What follows belongs to an exercise in optimizing a design on an open flow for small area, a short achievable clock period and few clock cycles; a production flow would make more cautious choices. RTL that was checked went through simulation tests only; none was proved equivalent to the original. No functional check of the RTL was part of run 2.

==> flow/design.v (outline; a module is shown in full before it is edited, if it fits) <==
// module SNN: 825 lines
module SNN(
	clk,
	rst_n,
	in_valid,
	img,
	ker,
	weight,
	out_valid,
	out_data
);
  // ...
==> flow/flow/run.sh <==
#!/bin/bash
# Layout flow: the standard synthesis and layout, with one extra step
# between them (flow/polarity.py) that removes inverters left between the
# full adders of the synthesized netlist (function unchanged, registers
# untouched), buffers on the ports of a fixed cell type, and timing repair
# aimed at a 7.9 ns period (the clock stays at the design's period).
set -euo pipefail
R=orfs/results/${FLOW_PLATFORM}/SNN/base

bash standard.sh synth > synth.log 2>&1

cp "$R/1_2_yosys.v" 1_2_yosys_standard.v
python3 flow/polarity.py 1_2_yosys_standard.v "$R/1_2_yosys.v" flow/cellinfo.json > polarity.log 2>&1
touch "$R/1_2_yosys.v"

bash standard.sh 'BUFFER_PORTS_ARGS=-buffer_cell sky130_fd_sc_hd__buf_4' SETUP_SLACK_MARGIN=26.1 finish > layout.log 2>&1
==> flow/flow/cellinfo.json <==
{"pairs":{"and2_0":"nand2_1","nand2_1":"and2_0","nand2_2":"and2_0","nand2_4":"and2_0","and2_1":"nand2_1","and2_2":"nand2_2","and2_4":"nand2_4","and3_1":"nand3_1","nand3_1":"and3_1","nand3_2":"and3_1","nand3_4":"and3_1","and3_2":"nand3_2","and3_4":"nand3_4","and4_1":"nand4_1","nand4_1":"and4_1","nand4_2":"and4_1","nand4_4":"and4_1","and4_2":"nand4_2","and4_4":"nand4_4","or2_0":"nor2_1","nor2_1":"or2_0","nor2_2":"or2_0","nor2_4":"or2_0","or2_1":"nor2_1","or2_2":"nor2_2","or2_4":"nor2_4","or3_1":"nor3_1","nor3_1":"or3_1","nor3_2":"or3_1","nor3_4":"or3_1","or3_2":"nor3_2","or3_4":"nor3_4","or4_1":"nor4_1","nor4_1":"or4_1","nor4_2":"or4_1","nor4_4":"or4_1","or4_2":"nor4_2","or4_4":"nor4_4","xor2_1":"xnor2_1","xnor2_1":"xor2_1","xnor2_2":"xor2_1","xnor2_4":"xor2_1","xor2_2":"xnor2_2","xor2_4":"xnor2_4","a21o_1":"a21oi_1","a21oi_1":"a21o_1","a21oi_2":"a21o_1","a21oi_4":"a21o_1","a21o_2":"a21oi_2","a21o_4":"a21oi_4","a22o_1":"a22oi_1","a22oi_1":"a22o_1","a22oi_2":"a22o_1","a22oi_4":"a22o_1","a22o_2":"a22oi_2","a22o_4":"a22oi_4","a211o_1":"a211oi_1","a211oi_1":"a211o_1","a211oi_2":"a211o_1","a211oi_4":"a211o_1","a211o_2":"a211oi_2","a211o_4":"a211oi_4","a31o_1":"a31oi_1","a31oi_1":"a31o_1","a31oi_2":"a31o_1","a31oi_4":"a31o_1","a31o_2":"a31oi_2","a31o_4":"a31oi_4","a32o_1":"a32oi_1","a32oi_1":"a32o_1","a32oi_2":"a32o_1","a32oi_4":"a32o_1","a32o_2":"a32oi_2","a32o_4":"a32oi_4","a41o_1":"a41oi_1","a41oi_1":"a41o_1","a41oi_2":"a41o_1","a41oi_4":"a41o_1","a41o_2":"a41oi_2","a41o_4":"a41oi_4","a221o_1":"a221oi_1","a221oi_1":"a221o_1","a221oi_2":"a221o_1","a221oi_4":"a221o_1","a221o_2":"a221oi_2","a221o_4":"a221oi_4","a311o_1":"a311oi_1","a311oi_1":"a311o_1","a311oi_2":"a311o_1","a311oi_4":"a311o_1","a311o_2":"a311oi_2","a311o_4":"a311oi_4","a2111o_1":"a2111oi_1","a2111oi_0":"a2111o_1","a2111oi_1":"a2111o_1","a2111oi_2":"a2111o_1","a2111oi_4":"a2111o_1","a2111o_2":"a2111oi_2","a2111o_4":"a2111oi_4","o21a_1":"o21ai_1","o21ai_0":"o21a_1","o21ai_1":"o21a_1","o21ai_2":"o21a_1","o21ai_4":"o21a_1","o21a_2":"o21ai_2","o21a_4":"o21ai_4","o22a_1":"o22ai_1","o22ai_1":"o22a_1","o22ai_2":"o22a_1","o22ai_4":"o22a_1","o22a_2":"o22ai_2","o22a_4":"o22ai_4","o211a_1":"o211ai_1","o211ai_1":"o211a_1","o211ai_2":"o211a_1","o211ai_4":"o211a_1","o211a_2":"o211ai_2","o211a_4":"o211ai_4","o31a_1":"o31ai_1","o31ai_1":"o31a_1","o31ai_2":"o31a_1","o31ai_4":"o31a_1","o31a_2":"o31ai_2","o31a_4":"o31ai_4","o32a_1":"o32ai_1","o32ai_1":"o32a_1","o32ai_2":"o32a_1","o32ai_4":"o32a_1","o32a_2":"o32ai_2","o32a_4":"o32ai_4","o41a_1":"o41ai_1","o41ai_1":"o41a_1","o41ai_2":"o41a_1","o41ai_4":"o41a_1","o41a_2":"o41ai_2","o41a_4":"o41ai_4","o221a_1":"o221ai_1","o221ai_1":"o221a_1","o221ai_2":"o221a_1","o221ai_4":"o221a_1","o221a_2":"o221ai_2","o221a_4":"o221ai_4","o311a_1":"o311ai_1","o311ai_0":"o311a_1","o311ai_1":"o311a_1","o311ai_2":"o311a_1","o311ai_4":"o311a_1","o311a_2":"o311ai_2","o311a_4":"o311ai_4","o2111a_1":"o2111ai_1","o2111ai_1":"o2111a_1","o2111ai_2":"o2111a_1","o2111ai_4":"o2111a_1","o2111a_2":"o2111ai_2","o2111a_4":"o2111ai_4","mux2_1":"mux2i_1","mux2i_1":"mux2_1","mux2i_2":"mux2_1","mux2i_4":"mux2_1","mux2_2":"mux2i_2","mux2_4":"mux2i_4","nor2b_1":"or2b_1","or2b_1":"nor2b_1","or2b_2":"nor2b_1","or2b_4":"nor2b_1","nor2b_2":"or2b_2","nor2b_4":"or2b_4","nand2b_1":"and2b_1","and2b_1":"nand2b_1","and2b_2":"nand2b_1","and2b_4":"nand2b_1","nand2b_2":"and2b_2","nand2b_4":"and2b_4","nor3b_1":"or3b_1","or3b_1":"nor3b_1","or3b_2":"nor3b_1","or3b_4":"nor3b_1","nor3b_2":"or3b_2","nor3b_4":"or3b_4","nand3b_1":"and3b_1","and3b_1":"nand3b_1","and3b_2":"nand3b_1","and3b_4":"nand3b_1","nand3b_2":"and3b_2","nand3b_4":"and3b_4","nor4b_1":"or4b_1","or4b_1":"nor4b_1","or4b_2":"nor4b_1","or4b_4":"nor4b_1","nor4b_2":"or4b_2","nor4b_4":"or4b_4","nand4b_1":"and4b_1","and4b_1":"nand4b_1","and4b_2":"nand4b_1","and4b_4":"nand4b_1","nand4b_2":"and4b_2","nand4b_4":"and4b_4","a21boi_0":"a21bo_1","a21bo_1":"a21boi_0","a21bo_2":"a21boi_0","a21bo_4":"a21boi_0","a21boi_1":"a21bo_1","a21boi_2":"a21bo_2","a21boi_4":"a21bo_4","o21bai_1":"o21ba_1","o21ba_1":"o21bai_1","o21ba_2":"o21bai_1","o21ba_4":"o21bai_1","o21bai_2":"o21ba_2","o21bai_4":"o21ba_4","a2bb2oi_1":"a2bb2o_1","a2bb2o_1":"a2bb2oi_1","a2bb2o_2":"a2bb2oi_1","a2bb2o_4":"a2bb2oi_1","a2bb2oi_2":"a2bb2o_2","a2bb2oi_4":"a2bb2o_4","o2bb2ai_1":"o2bb2a_1","o2bb2a_1":"o2bb2ai_1","o2bb2a_2":"o2bb2ai_1","o2bb2a_4":"o2bb2ai_1","o2bb2ai_2":"o2bb2a_2","o2bb2ai_4":"o2bb2a_4","xor3_1":"xnor3_1","xnor3_1":"xor3_1","xnor3_2":"xor3_1","xnor3_4":"xor3_1","xor3_2":"xnor3_2","xor3_4":"xnor3_4"},"area":{"o32ai_4":27.5264,"o21ai_2":8.7584,"and2_2":7.5072,"a311o_2":11.2608,"a21bo_4":16.2656,"a2111oi_4":27.5264,"o21ai_4":16.2656,"or2_0":6.256,"and3_2":7.5072,"a31oi_4":21.2704,"o2bb2a_4":20.0192,"o32a_1":10.0096,"o41a_1":11.2608,"nand4_1":6.256,"o41a_2":12.512,"o31a_2":10.0096,"and4b_1":10.0096,"mux2_4":15.0144,"a21boi_1":7.5072,"a311oi_2":15.0144,"o21a_4":15.0144,"o21ba_1":10.0096,"nand3_1":5.0048,"nand4b_4":23.7728,"fa_1":20.0192,"o311a_4":21.2704,"o2bb2a_1":10.0096,"and3_4":11.2608,"nand2_2":6.256,"o21a_1":7.5072,"or2b_2":8.7584,"a211o_1":8.7584,"o22a_1":8.7584,"xor3_2":25.024,"xor3_1":23.7728,"inv_8":11.2608,"nand3_4":17.5168,"a22oi_2":12.512,"o221ai_2":15.0144,"a221o_4":21.2704,"a21o_4":15.0144,"inv_4":6.256,"nor3b_2":12.512,"inv_6":8.7584,"and3_1":6.256,"o211ai_2":12.512,"a2111o_2":12.512,"and3b_4":12.512,"or2b_1":7.5072,"a2bb2o_1":10.0096,"a2111oi_0":8.7584,"o41ai_4":27.5264,"o2111a_2":12.512,"o211ai_1":7.5072,"xnor2_1":8.7584,"a31o_1":8.7584,"o311ai_1":8.7584,"o221a_1":11.2608,"a211oi_1":7.5072,"a221oi_1":8.7584,"o21ai_0":5.0048,"or3_2":7.5072,"o32a_4":22.5216,"or4b_4":13.7632,"mux2i_2":13.7632,"and3b_2":10.0096,"a21o_2":8.7584,"and4_2":10.0096,"or4_2":8.7584,"o311ai_2":16.2656,"o2111ai_1":8.7584,"a221oi_2":15.0144,"nand2b_1":6.256,"o221ai_4":26.2752,"nor3b_1":7.5072,"o31ai_2":12.512,"or3b_4":11.2608,"or3_4":11.2608,"a41oi_2":16.2656,"nand2b_2":8.7584,"xnor3_1":22.5216,"nor2b_2":8.7584,"o32a_2":11.2608,"and4b_4":13.7632,"a31o_2":8.7584,"o22ai_1":6.256,"a41oi_4":27.5264,"o221a_2":11.2608,"o221ai_1":8.7584,"a31o_4":17.5168,"and2b_2":8.7584,"or4_1":7.5072,"o2111ai_2":15.0144,"mux2_1":11.2608,"o2bb2a_2":11.2608,"and2_0":6.256,"a21boi_2":11.2608,"a21oi_1":5.0048,"nor4b_4":23.7728,"a211o_2":10.0096,"nand4b_2":15.0144,"a21oi_2":8.7584,"a32oi_4":27.5264,"o31ai_4":21.2704,"a2bb2oi_1":8.7584,"nand3b_4":20.0192,"a221o_2":11.2608,"o21ai_1":5.0048,"o21bai_1":7.5072,"or3b_1":8.7584,"nor3_2":10.0096,"nor4b_1":8.7584,"a21boi_4":18.768,"o31a_4":17.5168,"a22o_2":10.0096,"or3b_2":8.7584,"a32oi_2":16.2656,"a22oi_4":21.2704,"a2bb2o_4":20.0192,"o311ai_0":8.7584,"a2bb2oi_2":15.0144,"inv_1":3.7536,"o2111a_1":11.2608,"nor3_1":5.0048,"o32ai_1":8.7584,"nor2b_4":13.7632,"or4_4":11.2608,"a41oi_1":8.7584,"and4_4":11.2608,"a22oi_1":7.5072,"inv_2":3.7536,"nor2_2":6.256,"nand2_1":3.7536,"a22o_1":8.7584,"nor4b_2":15.0144,"and2_1":6.256,"a22o_4":17.5168,"inv_12":16.2656,"nand3b_2":11.2608,"o2bb2ai_1":8.7584,"nand4_4":21.2704,"xor2_4":27.5264,"o22a_2":10.0096,"o31a_1":8.7584,"o31ai_1":7.5072,"o2111ai_4":26.2752,"or4b_1":10.0096,"nor4_4":21.2704,"or2_1":6.256,"a32o_2":11.2608,"mux2i_1":10.0096,"o211ai_4":21.2704,"o21ba_2":10.0096,"and4_1":8.7584,"xnor3_4":26.2752,"a32o_4":21.2704,"or2b_4":11.2608,"a311oi_1":8.7584,"or4b_2":10.0096,"nor4_2":12.512,"a211o_4":17.5168,"o41ai_2":16.2656,"xor2_1":8.7584,"and3b_1":8.7584,"nor3_4":16.2656,"a311o_4":20.0192,"xnor2_4":27.5264,"a221oi_4":26.2752,"o22a_4":17.5168,"fa_4":27.5264,"o2111a_4":20.0192,"o221a_4":20.0192,"nand4b_1":8.7584,"a21boi_0":7.5072,"o41a_4":21.2704,"o22ai_4":20.0192,"xor2_2":16.2656,"or2_4":8.7584,"nand3b_1":7.5072,"mux2_2":11.2608,"nor2_1":3.7536,"a2111o_1":11.2608,"mux2i_4":22.5216,"a21oi_4":16.2656,"a311o_1":10.0096,"nor4_1":6.256,"and2b_1":7.5072,"nand2_4":11.2608,"o22ai_2":12.512,"a21bo_1":10.0096,"xnor3_2":23.7728,"a2111oi_1":10.0096,"o311a_2":11.2608,"o211a_2":10.0096,"a2111oi_2":15.0144,"a221o_1":10.0096,"inv_16":20.0192,"a2111o_4":21.2704,"o2bb2ai_2":15.0144,"a21o_1":7.5072,"o21ba_4":16.2656,"a211oi_4":20.0192,"a32o_1":10.0096,"xnor2_2":16.2656,"a41o_2":11.2608,"o211a_1":10.0096,"o41ai_1":8.7584,"xor3_4":27.5264,"o32ai_2":16.2656,"or2_2":6.256,"a32oi_1":8.7584,"or3_1":6.256,"fa_2":22.5216,"a41o_1":10.0096,"and4b_2":11.2608,"nand4_2":12.512,"a31oi_2":12.512,"o311ai_4":26.2752,"and2_4":8.7584,"nor2_4":11.2608,"o311a_1":10.0096,"a31oi_1":6.256,"o21bai_2":11.2608,"nor2b_1":6.256,"a311oi_4":26.2752,"nor3b_4":18.768,"a21bo_2":10.0096,"o2bb2ai_4":27.5264,"a211oi_2":12.512,"a2bb2o_2":11.2608,"nand2b_4":13.7632,"nand3_2":10.0096,"o21bai_4":18.768,"a41o_4":21.2704,"a2bb2oi_4":26.2752,"o21a_2":8.7584,"and2b_4":10.0096,"o211a_4":17.5168}}
==> flow/flow/polarity.py <==
#!/usr/bin/env python3
"""Inverter clean-up on the synthesized gate netlist.

Yosys extracts full adders with mixed input/output polarity, which leaves
inverters between adders. A full adder is self-dual (complementing all three
inputs complements both outputs), so each adder may be flipped; a gate with a
complementary twin of the same pins (and2/nand2, a21o/a21oi, ...) may be
swapped. This picks flips and swaps greedily to need as few inverters as
possible, then rebuilds one inverter per signal whose complement is used.
The function of every output and register input is unchanged.

A half adder is rebuilt from an xor/xnor and a two-input gate where that
lets it read its inputs and drive its outputs in the polarity its
neighbours want.

usage: polarity.py in.v out.v cellinfo.json
"""
import re, sys, json

src, dst, info_file = sys.argv[1:4]
info = json.load(open(info_file))
PAIRS, AREA = info['pairs'], info['area']
PFX = 'sky130_fd_sc_hd__'
OUTPINS = {'X', 'Y', 'Q', 'Q_N', 'SUM', 'COUT', 'HI', 'LO', 'GCLK'}
INV = AREA.get('inv_1', 3.7536)

text = open(src).read()
m = re.search(r'^\s*module\s+(\S+)\s*\((.*?)\);', text, re.S | re.M)
body_start = m.end()
endm = text.rindex('endmodule')
body = text[body_start:endm]

cell_re = re.compile(r'^\s*(\S+)\s+(\S+)\s*\((.*?)\);\s*$', re.S | re.M)
decl_re = re.compile(r'^\s*(input|output|inout|wire)\b([^;]*);\s*$', re.M)
pin_re = re.compile(r'\.(\w+)\(\s*(.*?)\s*\)\s*(?:,|$)', re.S)

decls = []
ports = set()
for dm in decl_re.finditer(body):
    kind, rest = dm.group(1), dm.group(2).strip()
    rng = re.match(r'(\[[^\]]*\])\s*(.*)', rest)
    name = rng.group(2) if rng else rest
    decls.append((kind, rest, name.strip()))
    if kind != 'wire':
        ports.add(name.strip())

cells = []   # [type, name, {pin: net}]
rest_body = decl_re.sub('', body)
for cm in cell_re.finditer(rest_body):
    typ, name, pins = cm.group(1), cm.group(2), cm.group(3)
    pm = dict((p, n.strip()) for p, n in pin_re.findall(pins + ','))
    cells.append([typ, name, pm])

def base_name(net):
    n = net.lstrip('\\').strip()
    return re.sub(r'\[\d+\]$', '', n)

def pinned(net):
    return base_name(net) in ports or net.startswith("1'b") or net.startswith("1'h")

def short(t):
    return t[len(PFX):] if t.startswith(PFX) else t

driver = {}
for ci, (typ, name, pm) in enumerate(cells):
    for p, n in pm.items():
        if p in OUTPINS:
            driver[n] = (ci, p)

def is_inv(ci):
    t = short(cells[ci][0])
    return (t.startswith('inv_') or t.startswith('clkinv_')) and not pinned(cells[ci][2]['Y'])

def resolve(net):
    par = 0
    seen = 0
    while net in driver and is_inv(driver[net][0]) and seen < 100:
        net = cells[driver[net][0]][2]['A']
        par ^= 1
        seen += 1
    return net, par

def is_ha(ci):
    t = short(cells[ci][0])
    if not t.startswith('ha_'):
        return False
    return not (pinned(cells[ci][2]['SUM']) or pinned(cells[ci][2]['COUT']))

# uses: list of [cell index, pin, signal, parity]
# half-adder inputs are uses too, but need no inverter: the half adder is
# rebuilt from gates that read either polarity
uses = []
for ci, (typ, name, pm) in enumerate(cells):
    if is_inv(ci):
        continue
    for p, n in pm.items():
        if p in OUTPINS:
            continue
        s, par = resolve(n)
        uses.append([ci, p, s, par])

sig_uses = {}
for ui, u in enumerate(uses):
    sig_uses.setdefault(u[2], []).append(ui)

def is_fa(ci):
    return short(cells[ci][0]).startswith('fa_')

def swappable(s):
    if s not in driver or pinned(s):
        return None
    ci, p = driver[s]
    t = short(cells[ci][0])
    if t in PAIRS and not is_inv(ci):
        return ci
    return None

def sig_cost(s):
    us = [u for u in sig_uses.get(s, []) if not is_ha(uses[u][0])]
    n1 = sum(uses[u][3] for u in us)
    n0 = len(us) - n1
    sw = swappable(s)
    c = INV if n1 else 0.0
    if sw is not None:
        t = short(cells[sw][0])
        da = AREA.get(PAIRS[t], 1e9) - AREA.get(t, 0)
        c = min(c, da + (INV if n0 else 0.0))
    return c

CARRY = {  # (pa, pb, oc) -> (cell, area, pin of a, pin of b, out pin)
    (0, 0, 0): ('and2_1', 'A', 'B', 'X'), (0, 0, 1): ('nand2_1', 'A', 'B', 'Y'),
    (1, 1, 0): ('nor2_1', 'A', 'B', 'Y'), (1, 1, 1): ('or2_1', 'A', 'B', 'X'),
    (1, 0, 0): ('nor2b_1', 'A', 'B_N', 'Y'), (1, 0, 1): ('nand2b_1', 'A_N', 'B', 'Y'),
    (0, 1, 0): ('nor2b_1', 'B_N', 'A', 'Y'), (0, 1, 1): ('nand2b_1', 'B', 'A_N', 'Y'),
}
ha_in = {}
ha_flip = {}
for ui, u in enumerate(uses):
    if is_ha(u[0]):
        ha_in.setdefault(u[0], {})[u[1]] = ui
for ci in ha_in:
    ha_flip[ci] = [0, 0]   # output inversion of SUM, COUT
def ha_cost(ci):
    pa = uses[ha_in[ci]['A']][3]
    pb = uses[ha_in[ci]['B']][3]
    os_, oc = ha_flip[ci]
    if (pa, pb, os_, oc) == (0, 0, 0, 0):
        return AREA.get('ha_1', 12.512)
    return AREA.get('xor2_1', 8.7584) + AREA.get(CARRY[(pa, pb, oc)][0], 7.0)
def ha_of_sig(ss):
    hs = set()
    for x in ss:
        for ui in sig_uses.get(x, []):
            if is_ha(uses[ui][0]):
                hs.add(uses[ui][0])
    return hs

fa_in = {}
fa_out = {}
for ci, (typ, name, pm) in enumerate(cells):
    if is_fa(ci):
        fa_out[ci] = [pm['SUM'], pm['COUT']]
for ui, u in enumerate(uses):
    if is_fa(u[0]):
        fa_in.setdefault(u[0], []).append(ui)

def flip(ci):
    for ui in fa_in.get(ci, []):
        uses[ui][3] ^= 1
    for s in fa_out[ci]:
        for ui in sig_uses.get(s, []):
            uses[ui][3] ^= 1

def touched(ci):
    ss = set(uses[ui][2] for ui in fa_in.get(ci, []))
    ss |= set(fa_out[ci])
    return ss

def local(ss, hs):
    return sum(sig_cost(x) for x in ss) + sum(ha_cost(h) for h in hs)
def ha_out_sig(ci, k):
    return cells[ci][2]['SUM' if k == 0 else 'COUT']
def ha_flip_out(ci, k):
    ha_flip[ci][k] ^= 1
    for ui in sig_uses.get(ha_out_sig(ci, k), []):
        uses[ui][3] ^= 1
def total():
    return sum(sig_cost(x) for x in sig_uses) + sum(ha_cost(h) for h in ha_in)
before = total()
for it in range(50):
    changed = 0
    for ci in fa_out:
        ss = touched(ci)
        hs = ha_of_sig(ss)
        old = local(ss, hs)
        flip(ci)
        new = local(ss, hs)
        if new < old - 1e-9:
            changed += 1
        else:
            flip(ci)
    for ci in ha_in:
        for k in (0, 1):
            ss = {ha_out_sig(ci, k)}
            hs = ha_of_sig(ss) | {ci}
            old = local(ss, hs)
            ha_flip_out(ci, k)
            new = local(ss, hs)
            if new < old - 1e-9:
                changed += 1
            else:
                ha_flip_out(ci, k)
    if not changed:
        break
after = total()

# materialize
old_inv = sum(1 for ci in range(len(cells)) if is_inv(ci))
remove = set(ci for ci in range(len(cells)) if is_inv(ci))
new_cells = []
new_wires = []
k = 0
ha_uses = [u for u in range(len(uses)) if is_ha(uses[u][0])]
for s, us_all in sig_uses.items():
    us = [u for u in us_all if not is_ha(uses[u][0])]
    n1 = sum(uses[u][3] for u in us)
    n0 = len(us) - n1
    sw = swappable(s)
    if sw is not None:
        t = short(cells[sw][0])
        da = AREA.get(PAIRS[t], 1e9) - AREA.get(t, 0)
        if da + (INV if n0 else 0.0) < (INV if n1 else 0.0) - 1e-9:
            typ, name, pm = cells[sw]
            nt = PAIRS[t]
            op = [p for p in pm if p in OUTPINS][0]
            npm = {}
            newop = 'Y' if op == 'X' else 'X'
            for p, n in pm.items():
                npm[newop if p == op else p] = n
            cells[sw] = [PFX + nt, name, npm]
            for u in us_all:
                uses[u][3] ^= 1
            n0, n1 = n1, n0
    if n1:
        k += 1
        wn = f"polinv_n{k}"
        new_wires.append(wn)
        new_cells.append([PFX + 'inv_1', f"polinv_{k}", {'A': s, 'Y': wn}])
        for u in us:
            if uses[u][3]:
                uses[u].append(wn)
    for u in us:
        if not uses[u][3]:
            uses[u].append(s)
for u in uses:
    if len(u) > 4:
        ci, p = u[0], u[1]
        cells[ci][2][p] = u[4]
# half adders: inputs straight from the signals, outputs in the chosen polarity
nha = 0
for ci in ha_in:
    ua, ub = uses[ha_in[ci]['A']], uses[ha_in[ci]['B']]
    pa, pb = ua[3], ub[3]
    os_, oc = ha_flip[ci]
    typ, name, pm = cells[ci]
    if (pa, pb, os_, oc) == (0, 0, 0, 0):
        cells[ci][2]['A'] = ua[2]
        cells[ci][2]['B'] = ub[2]
        continue
    nha += 1
    remove.add(ci)
    x = 'xnor2_1' if (pa ^ pb ^ os_) else 'xor2_1'
    new_cells.append([PFX + x, name + '_s', {'A': ua[2], 'B': ub[2], ('Y' if x == 'xnor2_1' else 'X'): pm['SUM']}])
    cc, pina, pinb, op = CARRY[(pa, pb, oc)]
    new_cells.append([PFX + cc, name + '_c', {pina: ua[2], pinb: ub[2], op: pm['COUT']}])

def fmt(net):
    return net + ' ' if net.startswith('\\') else net

kept = [c for ci, c in enumerate(cells) if ci not in remove] + new_cells
used = set()
for typ, name, pm in kept:
    used |= set(pm.values())
out = [text[:body_start], '\n']
for kind, rest, name in decls:
    if kind == 'wire' and name not in used and base_name(name) not in ports:
        # keep bus declarations and anything still referenced
        if not any(u.startswith(name + '[') or u == name for u in used):
            continue
    out.append(f"  {kind} {rest} ;\n")
for w in new_wires:
    out.append(f"  wire {w};\n")
for typ, name, pm in kept:
    pins = ",\n".join(f"    .{p}({fmt(n)})" for p, n in pm.items())
    out.append(f"  {typ} {name} (\n{pins}\n  );\n")
out.append(text[endm:])
open(dst, 'w').write(''.join(out))
ninv = sum(1 for c in new_cells if c[0].endswith('inv_1'))
print(f"polarity: inverters {old_inv} -> {ninv}, half adders rebuilt {nha}, cost {before:.1f} -> {after:.1f}", file=sys.stderr)
==> flow/standard.sh <==
#!/bin/bash
# synth_recipe.tcl (not shown) runs the flow's synth.tcl, then flattens the netlist and writes it again
# the make line also repeats each setting of config.mk as NAME=value (left out here)
make -C /OpenROAD-flow-scripts/flow DESIGN_CONFIG=/design/flow/config.mk WORK_HOME=/design/flow/orfs CLKGATE_MAP_FILE= SYNTH_SCRIPT=/design/flow/synth_recipe.tcl "${@:-finish}"
==> flow/config.mk <==
export PLATFORM = sky130hd
export DESIGN_NAME = SNN
export DESIGN_NICKNAME = SNN
export VERILOG_FILES = /design/flow/design.v
export SDC_FILE = /design/flow/constraint.sdc
export NUM_CORES = 4
export LEC_CHECK = 0
export CAP_MARGIN = 20
export CORE_MARGIN = 2
export CORE_UTILIZATION = 65
export CTS_CLUSTER_DIAMETER = 120
export CTS_CLUSTER_SIZE = 20
export PLACE_DENSITY = 0.75
export SLEW_MARGIN = 20
==> flow/constraint.sdc <==
create_clock -name core_clock -period 34.0 [get_ports {clk}]
set_input_delay 6.8000 -clock core_clock [delete_from_list [all_inputs] [get_ports {clk}]]
set_output_delay 6.8000 -clock core_clock [all_outputs]
set_load 0.01 [all_outputs]
==> flow_summary_export.csv, run 1 <==
group,metric,value,unit
run_status,status,"complete, no violations",
clock_network,numCtsBuffers,22,
critical_path,worstRegToRegCells,21,
clock_network,path_clk_slew,0.09,ns
global_routing,met2_usage,65.44,%
route,drtPass1Iterations,6,
global_routing,grt-ovfl-total,0,
synthesis,synthCells,2430,
finish,nFillCells,3047,
route,highest_layer,"met4",
clock_network,cts-root-buf,"clkbuf_16",
timing,fin_setup_tns,0,ns
finish,area_dominant_class,"multi-input gates",
synthesis,syn_avg_cell_area,11.78,sq um
finish,seq_share,26.57,%
finish,n_all_buffers,77,
critical_path,reg2reg_slack,26.34,ns
route,drt-met1-wl,29910,microns
job,drv_cap,0,
clock_network,cts_tree,"built",
route,dr_wl_met2,41530,microns
route,wirelength,88250,microns
finish,final_common_cell,"fa_1",
timing,finClkSkew,0.02542,ns
place,port_buffers,37,
global_routing,antenna_found_initial,1,
finish,regMostFlops,"lb",
critical_path,cpLargestDelayFamily,"flip-flops",
finish,final_util,71.29,%
finish,buffer_area_share,2.000,%
global_routing,globalRoute.busiestLayer,"met2",
finish,clock_area_share,2.170,%
critical_path,timing.rr.end,"s_r[15]",
finish,design.seq.count,347,
timing,hold_ws,0.3229,ns
critical_path,worstPathBufferInverterCount,1,
Testbench counts, summed over its fixed seeds: cycles 24,960.
==> run 2, diff against run 1 <==
--- a/flow/design.v
+++ b/flow/design.v
@@ -664,116 +664,103 @@
 	7'd29, 7'd65: begin cv2 = 1'b1; first2 = 1'b0; col2 = 1'b0; end
 	7'd30, 7'd66: begin cv2 = 1'b1; first2 = 1'b1; col2 = 1'b1; end
 	7'd31, 7'd67: begin cv2 = 1'b1; first2 = 1'b0; col2 = 1'b1; end
 	7'd34, 7'd70, 7'd35, 7'd71: begin cv2 = 1'b1; col2 = 1'b0; end
 	7'd36, 7'd72, 7'd37, 7'd73: begin cv2 = 1'b1; col2 = 1'b1; end
 	default: ;
 	endcase
 end
-wire dv1, dv2, dv3, dv4, dv5, dv6, dv7, dv8, dv9, dv10, dv11, dv12, dv13, dv14, dv15, dv16, dv17, dv18, dv19, dv20, dv21, dv22, dv23, dv24, dv25, dv26, dv27, dv28, dv29, dv30, dv31, dv32, dv33, dv34, dv35, dv36, dv37, dv38, dv39, dv40, dv41, dv42, dv43, dv44, dv45, dv46, dv47, dv48, dv49, dv50, dv51, dv52, dv53, dv54, dv55, dv56, dv57, dv58, dv59, dv60, dv61, dv62, dv63, dv64, dv65, dv66, dv67, dv68, dv69, dv70, dv71, dv72, dv73, dv74, dv75, dv76, dv77, dv78, dv79, dv80, dv81, dv82, dv83, dv84, dv85, dv86, dv87, dv88, dv89, dv90, dv91, dv92, dv93, dv94, dv95, dv96, dv97, dv98, dv99, dv100, dv101, dv102, dv103, dv104, dv105, dv106, dv107, dv108, dv109, dv110, dv111, dv112, dv113, dv114, dv115, dv116, dv117, dv118, dv119, dv120, dv121, dv122, dv123, dv124, dv125, dv126, dv127, dv128, dv129, dv130, dv131, dv132, dv133, dv134, dv135, dv136, dv137, dv138, dv139, dv140, dv141, dv142, dv143, dv144, dv145, dv146, dv147, dv148, dv149, dv150, dv151, dv152, dv153, dv154, dv155, dv156, dv157, dv158, dv159, dv160, dv161, dv162, dv163, dv164, dv165, dv166, dv167, dv168, dv169, dv170, dv171, dv172, dv173, dv174, dv175, dv176, dv177, dv178, dv179, dv180, dv181, dv182, dv183, dv184, dv185, dv186, dv187, dv188, dv189, dv190;
-assign {dv2, dv1} = s_r[2] + s_r[5];
-assign {dv4, dv3} = {~s_r[0]} + s_r[3] + s_r[6];
-assign {dv6, dv5} = {~s_r[1]} + s_r[4] + s_r[7];
-assign {dv8, dv7} = {~s_r[10]} + s_r[12];
-assign {dv10, dv9} = {~s_r[2]} + s_r[5] + s_r[8];
-assign {dv12, dv11} = {~s_r[11]} + s_r[13];
-assign {dv14, dv13} = s_r[0] + {~s_r[3]} + s_r[6];
-assign {dv16, dv15} = s_r[9] + {~s_r[12]} + s_r[14];
-assign {dv18, dv17} = s_r[1] + {~s_r[4]} + s_r[7];
-assign {dv20, dv19} = s_r[10] + {~s_r[13]} + s_r[15];
-assign {dv22, dv21} = s_r[2] + {~s_r[5]} + s_r[8];
-assign {dv24, dv23} = s_r[11] + {~s_r[14]} + s_r[16];
-assign {dv26, dv25} = s_r[3] + {~s_r[6]} + s_r[9];
-assign {dv28, dv27} = s_r[12] + {~s_r[15]} + s_r[17];
-assign {dv30, dv29} = s_r[4] + {~s_r[7]} + s_r[10];
-assign {dv32, dv31} = s_r[5] + {~s_r[8]} + s_r[11];
-assign {dv34, dv33} = s_r[6] + {~s_r[9]};
-assign {dv36, dv35} = s_r[7] + {~s_r[10]};
-assign {dv38, dv37} = {~s_r[8]} + s_r[10] + {~s_r[12]};
-assign {dv40, dv39} = {~s_r[9]} + s_r[11] + {~s_r[13]};
-assign {dv42, dv41} = {~s_r[15]} + dv2;
-assign {dv44, dv43} = {~s_r[14]} + {~s_r[16]} + 1'b1;
-assign {dv46, dv45} = dv7 + dv4 + dv5;
-assign {dv48, dv47} = {~s_r[15]} + {~s_r[17]} + dv8;
-assign {dv50, dv49} = dv11 + dv6 + dv9;
-assign {dv52, dv51} = {~s_r[16]} + {~s_r[18]} + dv12;
-assign {dv54, dv53} = dv10 + dv13 + dv15;
-assign {dv56, dv55} = {~s_r[17]} + {~s_r[19]} + dv14;
-assign {dv58, dv57} = dv16 + dv17 + dv19;
-assign {dv60, dv59} = {~s_r[18]} + 1'b1 + dv18;
-assign {dv62, dv61} = dv20 + dv21 + dv23;
-assign {dv64, dv63} = {~s_r[19]} + 1'b1 + dv22;
-assign {dv66, dv65} = dv24 + dv25 + dv27;
-assign {dv68, dv67} = s_r[13] + {~s_r[16]} + s_r[18];
-assign {dv70, dv69} = dv26 + dv28 + dv29;
-assign {dv72, dv71} = s_r[14] + {~s_r[17]} + s_r[19];
-assign {dv74, dv73} = 1'b1 + dv30 + dv31;
-assign {dv76, dv75} = s_r[12] + s_r[15] + {~s_r[18]};
-assign {dv78, dv77} = 1'b1 + dv33 + dv32;
-assign {dv80, dv79} = s_r[13] + s_r[16] + {~s_r[19]};
-assign {dv82, dv81} = 1'b1 + dv34 + dv35;
-assign {dv84, dv83} = s_r[8] + {~s_r[11]} + s_r[14];
-assign {dv86, dv85} = s_r[17] + dv36;
-assign {dv88, dv87} = s_r[9] + {~s_r[12]} + s_r[15];
-assign {dv90, dv89} = s_r[18] + 1'b1;
-assign {dv92, dv91} = s_r[10] + {~s_r[13]} + s_r[16];
-assign {dv94, dv93} = s_r[19] + 1'b1;
-assign {dv96, dv95} = s_r[11] + {~s_r[14]} + s_r[17];
-assign {dv98, dv97} = s_r[12] + {~s_r[15]};
-assign {dv100, dv99} = s_r[13] + {~s_r[16]};
-assign {dv102, dv101} = {~s_r[14]} + 1'b1;
-assign {dv104, dv103} = dv38 + dv3 + dv39;
-assign {dv106, dv105} = dv40 + dv42 + dv43;
-assign {dv108, dv107} = dv44 + dv47 + dv46;
-assign {dv110, dv109} = dv48 + dv51 + dv50;
-assign {dv112, dv111} = dv52 + dv55 + dv54;
-assign {dv114, dv113} = dv56 + dv59 + dv58;
-assign {dv116, dv115} = dv60 + dv63 + dv62;
-assign {dv118, dv117} = dv67 + dv64 + dv66;
-assign {dv120, dv119} = dv68 + dv71 + dv70;
-assign {dv122, dv121} = dv72 + dv75 + dv77;
-assign {dv124, dv123} = dv76 + dv79 + dv78;
-assign {dv126, dv125} = dv80 + dv83 + dv85;
-assign {dv128, dv127} = dv89 + dv84 + dv86;
-assign {dv130, dv129} = dv90 + dv93 + dv88;
-assign {dv132, dv131} = 1'b1 + dv94 + dv92;
-assign {dv134, dv133} = s_r[18] + 1'b1 + dv97;
-assign {dv136, dv135} = s_r[19] + 1'b1 + dv98;
-assign {dv138, dv137} = s_r[14] + {~s_r[17]} + 1'b1;
-assign {dv140, dv139} = s_r[15] + {~s_r[18]};
-assign {dv142, dv141} = s_r[16] + {~s_r[19]};
-assign {dv144, dv143} = dv1 + dv101;
-assign {dv146, dv145} = dv102 + dv41 + dv103;
-assign {dv148, dv147} = dv104 + dv45 + dv105;
-assign {dv150, dv149} = dv106 + dv49 + dv107;
-assign {dv152, dv151} = dv53 + dv108 + dv109;
-assign {dv154, dv153} = dv57 + dv110 + dv111;
-assign {dv156, dv155} = dv61 + dv112 + dv113;
-assign {dv158, dv157} = dv65 + dv114 + dv115;
-assign {dv160, dv159} = dv69 + dv116 + dv117;
-assign {dv162, dv161} = dv73 + dv118 + dv119;
-assign {dv164, dv163} = dv74 + dv120 + dv121;
-assign {dv166, dv165} = dv81 + dv123 + dv122;
-assign {dv168, dv167} = dv82 + dv125 + dv124;
-assign {dv170, dv169} = dv87 + dv126 + dv127;
-assign {dv172, dv171} = dv91 + dv128 + dv129;
-assign {dv174, dv173} = dv95 + dv130 + dv131;
-assign {dv176, dv175} = dv96 + dv132 + dv133;
-assign {dv178, dv177} = dv99 + dv134 + dv135;
-assign {dv180, dv179} = dv100 + dv137 + dv136;
-assign {dv182, dv181} = 1'b1 + dv139 + dv138;
-assign {dv184, dv183} = 1'b1 + dv140 + dv141;
-assign {dv186, dv185} = s_r[17] + dv142;
-assign {dv188, dv187} = s_r[18] + 1'b1;
-assign {dv190, dv189} = s_r[19] + 1'b1;
-wire [23:0] dv_a = {dv189, dv187, dv185, dv183, dv181, dv179, dv177, dv175, dv173, dv171, dv169, dv167, dv165, dv163, dv161, dv159, dv157, dv155, dv153, dv151, dv149, dv147, dv145, dv37};
-wire [23:0] dv_b = {dv188, dv186, dv184, dv182, dv180, dv178, dv176, dv174, dv172, dv170, dv168, dv166, dv164, dv162, dv160, dv158, dv156, dv154, dv152, dv150, dv148, dv146, dv144, dv143};
-wire [23:0] dv_sum = dv_a + dv_b;
-wire [7:0]  q = dv_sum[22:15];
+wire dv1, dv2, dv3, dv4, dv5, dv6, dv7, dv8, dv9, dv10, dv11, dv12, dv13, dv14, dv15, dv16, dv17, dv18, dv19, dv20, dv21, dv22, dv23, dv24, dv25, dv26, dv27, dv28, dv29, dv30, dv31, dv32, dv33, dv34, dv35, dv36, dv37, dv38, dv39, dv40, dv41, dv42, dv43, dv44, dv45, dv46, dv47, dv48, dv49, dv50, dv51, dv52, dv53, dv54, dv55, dv56, dv57, dv58, dv59, dv60, dv61, dv62, dv63, dv64, dv65, dv66, dv67, dv68, dv69, dv70, dv71, dv72, dv73, dv74, dv75, dv76, dv77, dv78, dv79, dv80, dv81, dv82, dv83, dv84, dv85, dv86, dv87, dv88, dv89, dv90, dv91, dv92, dv93, dv94, dv95, dv96, dv97, dv98, dv99, dv100, dv101, dv102, dv103, dv104, dv105, dv106, dv107, dv108, dv109, dv110, dv111, dv112, dv113, dv114, dv115, dv116, dv117, dv118, dv119, dv120, dv121, dv122, dv123, dv124, dv125, dv126, dv127, dv128, dv129, dv130, dv131, dv132, dv133, dv134, dv135, dv136, dv137, dv138, dv139, dv140, dv141, dv142, dv143, dv144, dv145, dv146, dv147, dv148, dv149, dv150, dv151, dv152, dv153, dv154, dv155, dv156, dv157, dv158, dv159, dv160, dv161, dv162, dv163, dv164;
+assign {dv2, dv1} = {~s_r[0]} + s_r[3] + s_r[6];
+assign {dv4, dv3} = {~s_r[1]} + s_r[4] + s_r[7];
+assign {dv6, dv5} = {~s_r[2]} + s_r[5] + s_r[8];
+assign {dv8, dv7} = s_r[0] + {~s_r[3]} + s_r[6];
+assign {dv10, dv9} = s_r[9] + {~s_r[12]} + s_r[15];
+assign {dv12, dv11} = s_r[1] + {~s_r[4]} + s_r[7];
+assign {dv14, dv13} = s_r[10] + {~s_r[13]} + s_r[16];
+assign {dv16, dv15} = s_r[2] + {~s_r[5]} + s_r[8];
+assign {dv18, dv17} = s_r[11] + {~s_r[14]} + s_r[17];
+assign {dv20, dv19} = s_r[3] + {~s_r[6]} + s_r[9];
+assign {dv22, dv21} = s_r[4] + {~s_r[7]} + s_r[10];
+assign {dv24, dv23} = {~s_r[9]} + s_r[12] + s_r[14];
+assign {dv26, dv25} = {~s_r[10]} + s_r[13] + s_r[15];
+assign {dv28, dv27} = s_r[17] + dv2 + dv3;
+assign {dv30, dv29} = {~s_r[11]} + s_r[14] + s_r[16];
+assign {dv32, dv31} = s_r[18] + dv4 + dv5;
+assign {dv34, dv33} = s_r[17] + s_r[19] + 1'b1;
+assign {dv36, dv35} = dv6 + dv7 + dv9;
+assign {dv38, dv37} = s_r[18] + dv8 + dv10;
+assign {dv40, dv39} = s_r[19] + dv12 + dv14;
+assign {dv42, dv41} = s_r[12] + {~s_r[15]} + s_r[18];
+assign {dv44, dv43} = dv16 + dv18 + dv19;
+assign {dv46, dv45} = s_r[13] + {~s_r[16]} + s_r[19];
+assign {dv48, dv47} = s_r[5] + {~s_r[8]} + s_r[11];
+assign {dv50, dv49} = s_r[14] + {~s_r[17]} + dv22;
+assign {dv52, dv51} = s_r[6] + {~s_r[9]} + s_r[12];
+assign {dv54, dv53} = s_r[7] + {~s_r[10]} + s_r[13];
+assign {dv56, dv55} = s_r[8] + {~s_r[11]} + s_r[14];
+assign {dv58, dv57} = s_r[9] + {~s_r[12]} + s_r[15];
+assign {dv60, dv59} = s_r[10] + {~s_r[13]} + s_r[16];
+assign {dv62, dv61} = s_r[11] + {~s_r[14]} + s_r[17];
+assign {dv64, dv63} = s_r[12] + {~s_r[15]} + s_r[18];
+assign {dv66, dv65} = s_r[13] + {~s_r[16]} + s_r[19];
+assign {dv68, dv67} = s_r[16] + 1'b1 + dv1;
+assign {dv70, dv69} = dv24 + dv25 + dv27;
+assign {dv72, dv71} = dv26 + dv29 + dv28;
+assign {dv74, dv73} = dv30 + dv33 + dv32;
+assign {dv76, dv75} = dv34 + dv11 + dv13;
+assign {dv78, dv77} = dv15 + dv17 + dv38;
+assign {dv80, dv79} = dv41 + dv40 + dv43;
+assign {dv82, dv81} = dv20 + dv42 + dv21;
+assign {dv84, dv83} = dv46 + dv47 + dv49;
+assign {dv86, dv85} = s_r[15] + {~s_r[18]} + dv48;
+assign {dv88, dv87} = s_r[16] + {~s_r[19]} + dv52;
+assign {dv90, dv89} = s_r[17] + 1'b1 + dv54;
+assign {dv92, dv91} = s_r[18] + 1'b1 + dv56;
+assign {dv94, dv93} = s_r[19] + 1'b1 + dv58;
+assign {dv96, dv95} = 1'b1 + dv60 + dv61;
+assign {dv98, dv97} = 1'b1 + dv62 + dv63;
+assign {dv100, dv99} = 1'b1 + dv64 + dv65;
+assign {dv102, dv101} = s_r[14] + {~s_r[17]} + 1'b1;
+assign {dv104, dv103} = s_r[15] + {~s_r[18]} + 1'b1;
+assign {dv106, dv105} = s_r[16] + {~s_r[19]} + 1'b1;
+assign {dv108, dv107} = dv31 + dv71 + dv70;
+assign {dv110, dv109} = dv35 + dv72 + dv73;
+assign {dv112, dv111} = dv37 + dv36 + dv75;
+assign {dv114, dv113} = dv39 + dv76 + dv77;
+assign {dv116, dv115} = dv45 + dv44 + dv81;
+assign {dv118, dv117} = dv51 + dv50 + dv85;
+assign {dv120, dv119} = dv53 + dv86 + dv87;
+assign {dv122, dv121} = dv55 + dv88 + dv89;
+assign {dv124, dv123} = dv57 + dv90 + dv91;
+assign {dv126, dv125} = dv59 + dv92 + dv93;
+assign {dv128, dv127} = dv66 + dv101 + dv100;
+assign {dv130, dv129} = dv74 + dv111 + dv110;
+assign {dv132, dv131} = dv78 + dv79 + dv114;
+assign {dv134, dv133} = dv82 + dv83 + dv116;
+assign {dv136, dv135} = dv94 + dv95 + dv126;
+assign {dv138, dv137} = dv102 + dv103 + dv128;
+assign {dv140, dv139} = dv112 + dv113 + dv130;
+assign {dv142, dv141} = dv80 + dv115 + dv132;
+assign {dv144, dv143} = dv84 + dv117 + dv134;
+assign {dv146, dv145} = dv96 + dv97 + dv136;
+assign {dv148, dv147} = dv104 + dv105 + dv138;
+assign {dv150, dv149} = dv118 + dv119 + dv144;
+assign {dv152, dv151} = dv98 + dv99 + dv146;
+assign {dv154, dv153} = s_r[17] + dv106 + dv148;
+assign {dv156, dv155} = dv120 + dv121 + dv150;
+assign {dv158, dv157} = s_r[18] + 1'b1 + dv154;
+assign {dv160, dv159} = dv122 + dv123 + dv156;
+assign {dv162, dv161} = s_r[19] + 1'b1 + dv158;
+assign {dv164, dv163} = dv124 + dv125 + dv160;
+wire [22:0] dv_a = {dv161, dv157, dv153, dv147, dv137, dv127, dv151, dv145, dv135, dv163, dv159, dv155, dv149, dv143, dv133, dv141, dv131, dv139, dv129, dv108, dv107, dv68, dv23};
+wire [22:0] dv_b = {1'b0, 1'b0, 1'b0, 1'b0, 1'b0, dv152, 1'b0, 1'b0, dv164, 1'b0, 1'b0, 1'b0, 1'b0, 1'b0, dv142, 1'b0, dv140, 1'b0, 1'b0, dv109, 1'b0, dv69, dv67};
+wire [22:0] dv_sum = dv_a + dv_b;
+wire [7:0]  q = dv_sum[21:14];
 wire [7:0] pc_sel = col2 ? pc1 : pc0;
 wire [7:0] pc_new = (first2 || q > pc_sel) ? q : pc_sel;
 always @(posedge clk) begin
 	if (cv2 && !col2) pc0 <= pc_new;
 	if (cv2 &&  col2) pc1 <= pc_new;
 end
 always @(posedge clk) begin
 	if (cnt == 7'd28 || cnt == 7'd64) begin
==> flow_summary_export.csv, run 2 <==
group,metric,value,unit
finish,regMostFlops,"lb",
timing,slew_viol_final,0,
critical_path,startpoint_type,"input port",
finish,area_delta_synth_final,7.380,%
clock_network,numCtsBuffers,21,
route,num_vias,19000,
clock_network,cts_buffer_depth,3,
route,drtPass1Iterations,8,
global_routing,grt-ovfl-total,0,
global_routing,antenna_found_initial,2,
synthesis,synthCells,2356,
route,wire_per_inst,28.04,microns
clock_network,cts-root-buf,"clkbuf_16",
synthesis,synth_nets,3014,
place,finalWeightedCongestion,1.028,
floorplanning,rows,75,
global_routing,gr-usage-met1,45.74,%
timing,fin_crit_sh,23.24,%
route,drtIter0Drc,2032,
timing,timing.final.ws_setup,26.10,ns
place,hpwlAfterDp,67720,microns
critical_path,timing.rr.end,"s_r[17]",
floorplanning,dieWidth,211.3,microns
floorplanning,core_area,42230,sq um
timing,finClkSkew,0.01764,ns
clock_network,hold_buffers,0,
global_routing,grt_pass1_vias,20850,
worst_hold_path,whs_path_depth,0,
synthesis,syn_area,27940,sq um
timing,hold_viol_final,0,
critical_path,crit_arrival,8.38,ns
timing,max_freq,126.5,MHz
clock_network,cts_sinks,347,
global_routing,globalRoute.busiestLayer,"met2",
job,drv_cap,0,
timing,fin_setup_tns,0,ns
route,drc,0,
floorplanning,initial_core_util,66.17,%
global_routing,gr-usage-all-layers,39.05,%
finish,final_util,71.05,%
global_routing,met2_usage,63.85,%
finish,final_common_cell,"fa_1",
global_routing,use_met3,7.907,%
timing,worstMarginPinSlew,1.064,ns
finish,reg_top3,"lb (120), kr (72), s_r (20)",
timing,max_slew_margin,29.04,%
floorplanning,die_h,211.3,microns
synthesis,ys_warn_count,1,
synthesis,syn_avg_cell_area,11.86,sq um
floorplanning,pin_count,38,
critical_path,cp.required,34.48,ns
timing,fin_crit,7.902,ns
route,final_antenna_net_count,0,
worst_hold_path,holdPathEnd,"fa1[5]",
place,post-place-ws,25.54,ns
finish,largest_reg_flops,120,
route,drt-vias-per-instance,6.382,
global_routing,grt_pass1_wl,125100,microns
clock_network,path_clk_slew,0.08,ns
critical_path,reg2reg_slack,26.20,ns
critical_path,path_class,"in -> reg",
clock_network,cts_tree,"built",
critical_path,worstRegToRegCells,19,
timing,rsz0062_at_grt,"true",
timing,finalSetupViolCount,0,
global_routing,grt_max_degree,69,
finish,finalNetCount,3080,
finish,layout_common_cells,"608 x fa_1, 500 x nand2_1, 205 x dfxtp_1, 154 x nor2_1, 114 x edfxtp_1",
place,port_buffers,37,
critical_path,worstPathMaxFanout,6,
critical_path,r2r-start,"fz[3]",
critical_path,cp-end-kind,"flip-flop",
worst_hold_path,hp-start,"fa0[5]",
finish,drive_gt1_share,9.561,%
route,wirelength,83490,microns
clock_network,clk_latency,0.56,ns
worst_hold_path,hp-class,"reg -> reg",
floorplanning,dieArea,44660,sq um
clock_network,htree_num_levels,1,
run_status,status,"complete, no violations",
[run 2: repair_timing]
action	4_1_cts	5_1_grt
endpoints found under the setup margin	20	28
gates cloned	0	1
gates resized for setup	24	66
setup buffers	4	5
pin swaps	2	4
[run 2: cell type report]
class | count | area [sq um]
Inverter | 105 | 401.6
Tap cell | 539 | 674.4
Timing Repair Buffer | 75 | 598.1
Clock buffer | 36 | 603.1
Multi-Input combinational cell | 1872 | 19510
Fill cell | 3003 | 12230
Antenna cell | 1 | 2.502
Sequential cell | 347 | 8193
Clock inverter | 2 | 17.52
[run 2: layer usage]
metal / share of wire, % / wire (microns) / vias to the layer above
li1: - / - / 7726
met1: 32 / 27060 / 9665
met2: 48 / 40090 / 1230
met3: 10 / 8312 / 377
met4: 9.6 / 8007 / 2
met5: 0.022 / 18 / -
[run 2: how the worst max path moves through the flow]
stage	startpoint	to	slack (ns)	depth (start not counted)
2_1_floorplan	in_valid	fz[3]	25.83	8
4_1_cts	in_valid	fz[4]	26.08	9
3_5_place_dp	in_valid	fz[4]	25.54	9
6_report	in_valid	fz[7]	26.10	9
3_3_place_gp	in_valid	fz[3]	25.60	9
5_1_grt	fz[4]	s_r[17]	26.02	19
[run 2: critical path, cell delays in order]
cell and delay (ns):
buf_8 0.08, inv_8 0.02, or4_4 0.45, a2111o_1 0.41, inv_2 0.07, o2111ai_2 0.11, and3_4 0.20, o21a_4 0.15
o21ai_1 0.09
[run 2: metrics by stage]
| stage | hold WS (ns) | instances | cell area (sq um) |
|---|---|---|---|
| 2_1_floorplan | 0.3096 | 2356 | 27950 |
| 3_3_place_gp | 0.3102 | 2923 | 28970 |
| 3_5_place_dp | 0.3121 | 2927 | 28990 |
| 4_1_cts | 0.3273 | 2969 | 29700 |
| 5_1_grt | 0.3338 | 2976 | 30000 |
| 6_report | 0.3254 | 2977 | 30000 |

[static timing again, ports no longer ideal]
How much do the figures lean on ideal ports? The routed layouts below were timed once more, with nothing changed but the port constraints. Step 1: set_driving_cell puts a clkbuf_16 on clk and a buf_2 on each other input, an assumption about the parent block. Step 2 also shifts input and output timing later by t, the mid clock arrival at the registers, as if the neighbouring blocks saw the same clock. Slacks: ideal / step 1 / step 2; pairs: ideal / step 1.
| run | t (ns) | setup slack, ns | worst hold slack (ns) | worst setup path at the end | cell pins on the clock port's net |
|---|---|---|---|---|---|
| run 1 | 0.613 | 26.122 / 26.062 / 25.738 | 0.323 / 0.323 / 0.323 | input to register | 1 |
| run 2 | 0.623 | 26.098 / 26.052 / 25.490 | 0.325 / 0.325 / 0.325 | input to register | 1 |
After both steps setup and hold are still met in every run listed. For run 2, which loses most, drivers alone change the setup slack by -0.046 ns; drivers and shift together by -0.608 ns.
